This is an optimization exercise on Yosys and OpenROAD, whose aim is small area, a short achievable clock period and few clock cycles, not a production implementation. RTL that was checked went through simulation tests only; none was proved equivalent to the original.

==> trial 17: inputs <==
==> flow/design.v <==
`timescale 1ns/1ps
module stream_comp_invoke_top_module_FSM_1
        #(parameter width = 10)(
        input clk, rst,
        input [width - 1 : 0] data_in_fifo,
        input [width - 1 : 0] length_in_fifo,
        input [width - 1 : 0] command_in_fifo,
        input invoke,
        input [1 : 0] next_mode_in,
        output rd_data_in_fifo,
        output rd_length_in_fifo,
        output rd_command_in_fifo,
        output [width - 1 : 0] length,
        output FC,
        output wr_out_fifo1,
        output [width - 1 : 0] result_out);
    reg [3 : 0] len_q;
    reg k1_q, k0_q;
    wire mm = ~k1_q;                  
    wire mx = k0_q;                   
    wire sm = k1_q & k0_q;            
    reg [3 : 0] cnt;
    wire busy = (cnt != 4'd0);
    wire last = (cnt == 4'd1);
    reg [width - 1 : 0] acc;
    wire inv1 = invoke & ~next_mode_in[0] & ~next_mode_in[1];
    wire inv2 = invoke & next_mode_in[0];
    wire inv3 = invoke & next_mode_in[1];
    wire ld1 = invoke & (next_mode_in[0] ~^ next_mode_in[1]);
    assign rd_command_in_fifo = inv1;
    assign rd_length_in_fifo = inv1;
    assign rd_data_in_fifo = inv2 | busy;
    assign wr_out_fifo1 = inv3;
    assign FC = (invoke & (~next_mode_in[0] | (len_q == 4'd1))) | last;
    assign result_out = acc;
    assign length = {{(width - 4){1'b0}}, inv1 ? length_in_fifo[3 : 0] : len_q};
    wire cmd_mm = (command_in_fifo[width - 1 : 1] == 0);
    always @(posedge clk)
    begin
        if (ld1)
        begin
            len_q <= length_in_fifo[3 : 0];
            k1_q <= ~cmd_mm;
            k0_q <= cmd_mm ? command_in_fifo[0] : (command_in_fifo == 2);
        end
    end
    always @(posedge clk)
    begin
        if (!rst)
            cnt <= 4'd0;
        else if (inv2 | busy)
            cnt <= (inv2 ? len_q : cnt) - 4'd1;
    end
    wire [width - 1 : 0] opb = sm ? acc : ~acc;
    wire [width - 1 : 0] pg [0 : 4];
    wire [width - 1 : 0] pp [0 : 4];
    wire [width - 1 : 0] hx = data_in_fifo ^ opb;
    assign pg[0] = (data_in_fifo & opb) | {{(width - 1){1'b0}}, hx[0] & ~sm};
    assign pp[0] = hx;
    genvar gl, gi;
    generate
        for (gl = 0; gl < 4; gl = gl + 1)
        begin : lvl
            for (gi = 0; gi < width; gi = gi + 1)
            begin : bt
                if ((gi >> gl) & 1)
                begin : comb
                    assign pg[gl + 1][gi] = pg[gl][gi] | (pp[gl][gi] & pg[gl][((gi >> gl) << gl) - 1]);
                    assign pp[gl + 1][gi] = pp[gl][gi] & pp[gl][((gi >> gl) << gl) - 1];
                end
                else
                begin : pass
                    assign pg[gl + 1][gi] = pg[gl][gi];
                    assign pp[gl + 1][gi] = pp[gl][gi];
                end
            end
        end
    endgenerate
    wire [width : 0] s = {pg[4][width - 1], hx ^ {pg[4][width - 2 : 0], ~sm}};
    wire take_d = inv2 | (mm & (s[width] ~^ mx));
    always @(posedge clk)
    begin
        if (!rst)
            acc <= 0;
        else if (inv2 | busy)
        begin
            if (take_d)
                acc <= data_in_fifo;
            else if (sm)
                acc <= s[width - 1 : 0];
        end
    end
endmodule
==> flow/flow/run.sh <==
#!/bin/bash
# The standard layout with three changes:
#  - synthesis is synth_recipe.tcl with ORFS's synth.tcl, except that ABC maps
#    the combinational logic with flow/abc.script (registers are untouched:
#    they are mapped before ABC runs, so names, count and cells stay those of
#    the standard synthesis);
#  - plain buf_1 cells as the port buffers (the resizer sizes them up where
#    timing needs it);
#  - one tie cell shared by the constant outputs.
set -euo pipefail
here=$(pwd)
export BUFFER_PORTS_ARGS="-buffer_cell sky130_fd_sc_hd__buf_1"
export SKIP_REPAIR_TIE_FANOUT=1
export ABC_SCRIPT_X=$here/flow/abc.script
sed 's|^source \$::env(SCRIPTS_DIR)/synth_preamble.tcl|&\nset abc_args [lreplace $abc_args 1 1 $::env(ABC_SCRIPT_X)]\nputs "abc_args: $abc_args"|' \
    "$FLOW_HOME/scripts/synth.tcl" > "$here/synth_abc.tcl"
grep -q 'ABC_SCRIPT_X' "$here/synth_abc.tcl"
sed "s|\$::env(SCRIPTS_DIR)/synth.tcl|$here/synth_abc.tcl|" synth_recipe.tcl > "$here/synth_top.tcl"
grep -q 'synth_abc.tcl' "$here/synth_top.tcl"
sed "s|SYNTH_SCRIPT=[^ ]*|SYNTH_SCRIPT=$here/synth_top.tcl|" standard.sh > "$here/own.sh"
grep -q 'synth_top.tcl' "$here/own.sh"
bash "$here/own.sh" > standard_flow.log 2>&1
==> flow/flow/abc.script <==
strash
dch
map -B 0.9
topo
stime -c
==> flow/standard.sh <==
#!/bin/bash
# synth_recipe.tcl (not shown) runs the flow's synth.tcl, then flattens the netlist and writes it again
# the make line also repeats each setting of config.mk as NAME=value (left out here)
make -C /OpenROAD-flow-scripts/flow DESIGN_CONFIG=/design/flow/config.mk WORK_HOME=/design/flow/orfs CLKGATE_MAP_FILE= SYNTH_SCRIPT=/design/flow/synth_recipe.tcl "${@:-finish}"
==> flow/config.mk <==
export PLATFORM = sky130hd
export DESIGN_NAME = stream_comp_invoke_top_module_FSM_1
export DESIGN_NICKNAME = stream_comp_invoke_top_module_FSM_1
export VERILOG_FILES = /design/flow/design.v
export SDC_FILE = /design/flow/constraint.sdc
export NUM_CORES = 4
export LEC_CHECK = 0
export CAP_MARGIN = 20
export CORE_MARGIN = 2
export CORE_UTILIZATION = 65
export SETUP_SLACK_MARGIN = 2.0
export SLEW_MARGIN = 20
==> flow/constraint.sdc <==
create_clock -name core_clock -period 5.0 [get_ports {clk}]
set_input_delay 1.0000 -clock core_clock [delete_from_list [all_inputs] [get_ports {clk}]]
set_output_delay 1.0000 -clock core_clock [all_outputs]
set_load 0.01 [all_outputs]
==> build 84 (differences from trial 17) <==
==> flow/design.v (replaced) <==
`timescale 1ns/1ps
module stream_comp_invoke_top_module_FSM_1
        #(parameter width = 10)(
        input clk, rst,
        input [width - 1 : 0] data_in_fifo,
        input [width - 1 : 0] length_in_fifo,
        input [width - 1 : 0] command_in_fifo,
        input invoke,
        input [1 : 0] next_mode_in,
        output rd_data_in_fifo,
        output rd_length_in_fifo,
        output rd_command_in_fifo,
        output [width - 1 : 0] length,
        output FC,
        output wr_out_fifo1,
        output [width - 1 : 0] result_out);
    reg [3 : 0] len_q;
    reg len1_q;               
    reg mm_q;                 
    reg mx_q;                 
    reg sm_q;                 
    reg busy;                 
    reg last_q;               
    reg [3 : 0] rem;          
    reg [width - 1 : 0] acc;
    wire inv1 = invoke & ~next_mode_in[0] & ~next_mode_in[1];
    wire inv2 = invoke & next_mode_in[0];
    wire inv3 = invoke & next_mode_in[1];
    assign rd_command_in_fifo = inv1;
    assign rd_length_in_fifo = inv1;
    assign rd_data_in_fifo = inv2 | busy;
    assign wr_out_fifo1 = inv3;
    assign FC = (invoke & (~next_mode_in[0] | len1_q)) | last_q;
    assign result_out = acc;
    assign length = {{(width - 4){1'b0}}, inv1 ? length_in_fifo[3 : 0] : len_q};
    always @(posedge clk)
    begin
        if (inv1)
        begin
            len_q <= length_in_fifo[3 : 0];
            len1_q <= (length_in_fifo[3 : 0] == 4'd1);
            mm_q <= (command_in_fifo[width - 1 : 1] == 0);
            mx_q <= (command_in_fifo[0]);
            sm_q <= (command_in_fifo == 2);
        end
    end
    always @(posedge clk)
    begin
        if (!rst)
        begin
            busy <= 1'b0;
            last_q <= 1'b0;
        end
        else if (inv2)
        begin
            busy <= ~len1_q;
            last_q <= (len_q == 4'd2);
        end
        else if (busy)
        begin
            busy <= ~last_q;
            last_q <= (rem == 4'd2);
        end
    end
    always @(posedge clk)
    begin
        if (inv2)
            rem <= len_q - 4'd1;
        else if (busy)
            rem <= rem - 4'd1;
    end
    wire [width - 1 : 0] opb = sm_q ? acc : ~acc;
    wire [width : 0] s = {1'b0, data_in_fifo} + {1'b0, opb} + {{width{1'b0}}, ~sm_q};
    wire ge = s[width];
    wire take_d = inv2 | (mm_q & (ge ~^ mx_q));
    always @(posedge clk)
    begin
        if (!rst)
            acc <= 0;
        else if (inv2 | busy)
        begin
            if (take_d)
                acc <= data_in_fifo;
            else if (sm_q)
                acc <= s[width - 1 : 0];
        end
    end
endmodule
==> flow/run.sh (new file) <==
#!/bin/bash
# synth_recipe.tcl (not shown) runs the flow's synth.tcl, then flattens the netlist and writes it again
# the make line also repeats each setting of config.mk as NAME=value (left out here)
make -C /OpenROAD-flow-scripts/flow DESIGN_CONFIG=/design/flow/config.mk WORK_HOME=/design/flow/orfs CLKGATE_MAP_FILE= SYNTH_SCRIPT=/design/flow/synth_recipe.tcl finish
--- a/flow/config.mk
+++ b/flow/config.mk
@@ -8,5 +8,5 @@
 export CAP_MARGIN = 20
 export CORE_MARGIN = 2
-export CORE_UTILIZATION = 65
-export SETUP_SLACK_MARGIN = 2.0
+export CORE_UTILIZATION = 40
+export SETUP_SLACK_MARGIN = 3.0
 export SLEW_MARGIN = 20
removed: flow/flow/run.sh
removed: flow/flow/abc.script
removed: flow/standard.sh
==> build 62 (differences from trial 17) <==
--- a/flow/design.v
+++ b/flow/design.v
@@ -53,29 +53,5 @@
     end
     wire [width - 1 : 0] opb = sm ? acc : ~acc;
-    wire [width - 1 : 0] pg [0 : 4];
-    wire [width - 1 : 0] pp [0 : 4];
-    wire [width - 1 : 0] hx = data_in_fifo ^ opb;
-    assign pg[0] = (data_in_fifo & opb) | {{(width - 1){1'b0}}, hx[0] & ~sm};
-    assign pp[0] = hx;
-    genvar gl, gi;
-    generate
-        for (gl = 0; gl < 4; gl = gl + 1)
-        begin : lvl
-            for (gi = 0; gi < width; gi = gi + 1)
-            begin : bt
-                if ((gi >> gl) & 1)
-                begin : comb
-                    assign pg[gl + 1][gi] = pg[gl][gi] | (pp[gl][gi] & pg[gl][((gi >> gl) << gl) - 1]);
-                    assign pp[gl + 1][gi] = pp[gl][gi] & pp[gl][((gi >> gl) << gl) - 1];
-                end
-                else
-                begin : pass
-                    assign pg[gl + 1][gi] = pg[gl][gi];
-                    assign pp[gl + 1][gi] = pp[gl][gi];
-                end
-            end
-        end
-    endgenerate
-    wire [width : 0] s = {pg[4][width - 1], hx ^ {pg[4][width - 2 : 0], ~sm}};
+    wire [width : 0] s = {1'b0, data_in_fifo} + {1'b0, opb} + {{width{1'b0}}, ~sm};
     wire take_d = inv2 | (mm & (s[width] ~^ mx));
     always @(posedge clk)
==> flow/flow/abc.script (replaced) <==
strash
dc2
dch -f
map -a
topo
stime -c
buffer -c
upsize -c
dnsize -c
--- a/flow/config.mk
+++ b/flow/config.mk
@@ -8,5 +8,5 @@
 export CAP_MARGIN = 20
 export CORE_MARGIN = 2
-export CORE_UTILIZATION = 65
+export CORE_UTILIZATION = 40
 export SETUP_SLACK_MARGIN = 2.0
 export SLEW_MARGIN = 20
==> notes <==
- Build 84 completed with no timing, DRC or antenna violations. Build 62 completed with no timing, DRC or antenna violations. Trial 17 went through all stages and came out clean.
- Hold slack, lowest first: build 84, build 62, trial 17.
- Global-route usage: build 62 < build 84 < trial 17.
- The lowest area after synthesis belongs to build 62, the highest to build 84.
- The lowest via count belongs to build 62, the highest to build 84.
- The highest setup slack belongs to build 84, the lowest to build 62.
==> figures <==
metric                                                                             build 84                  trial 17                build 62
Fraction of post-synthesis cell area in the top cell type by area                     17.7%                     18.3%                   18.2%
Post-synthesis xor/xnor area fraction                                                 6.28%                     8.21%                   7.40%
Worst setup slack before clock tree synthesis                                       1.07 ns                   1.39 ns                0.625 ns
Most common cell in the synthesized netlist                        sky130_fd_sc_hd__o21ai_0  sky130_fd_sc_hd__nand2_1  sky130_fd_sc_hd__inv_1
Critical path start-end classification                                               in2out                    in2out                  in2reg
RePlAce Congestion                                                                    0.744                     0.835                   0.793
Layout cell share with drive strength beyond 1                                        37.5%                     4.91%                   25.2%
Final-layout fill cell count                                                            360                       175                     367
Count of cells resized by post-cts repair                                               137                         4                      23
Total placed instance area                                                       2350 sq um                1760 sq um              1730 sq um
Outcome                                                    no timing/DRC/antenna violations  no timing/DRC/antenna violations  no timing/DRC/antenna violations
Testbench counts of trial 17, summed over its fixed seeds: cycles 17,953.
Testbench counts of build 62, summed over its fixed seeds: cycles 17,953.
No functional check of the RTL was part of build 84.

## re-timing with driven ports
No port has a modelled driver above. Below, the same layouts with a new extraction and two added sets of constraints.
Step 1: set_driving_cell puts a clkbuf_16 on clk and a buf_2 on each other input, an assumption about the parent block.
Step 2, shift: input delay + t, output delay - t, t = (earliest + latest rising clock arrival at the registers) / 2. This alone moves slack from input paths to output paths.
Slacks: ideal ports / drivers / drivers and shift; pairs: ideal ports / drivers.
| run | shift t [ns] | setup WS [ns] | worst setup path at the end |
|---|---|---|---|
| trial 17 | 0.325 | 2.006 / 1.983 / 1.862 | input to register |
| build 84 | 0.296 | 2.115 / 2.071 / 1.931 | input to register |
| build 62 | 0.288 | 1.283 / 1.270 / 0.982 | input to register |
After both steps every run listed still meets setup and hold. The setup slack of build 62, which loses most, moves by -0.013 ns with the drivers and by -0.301 ns with both steps.
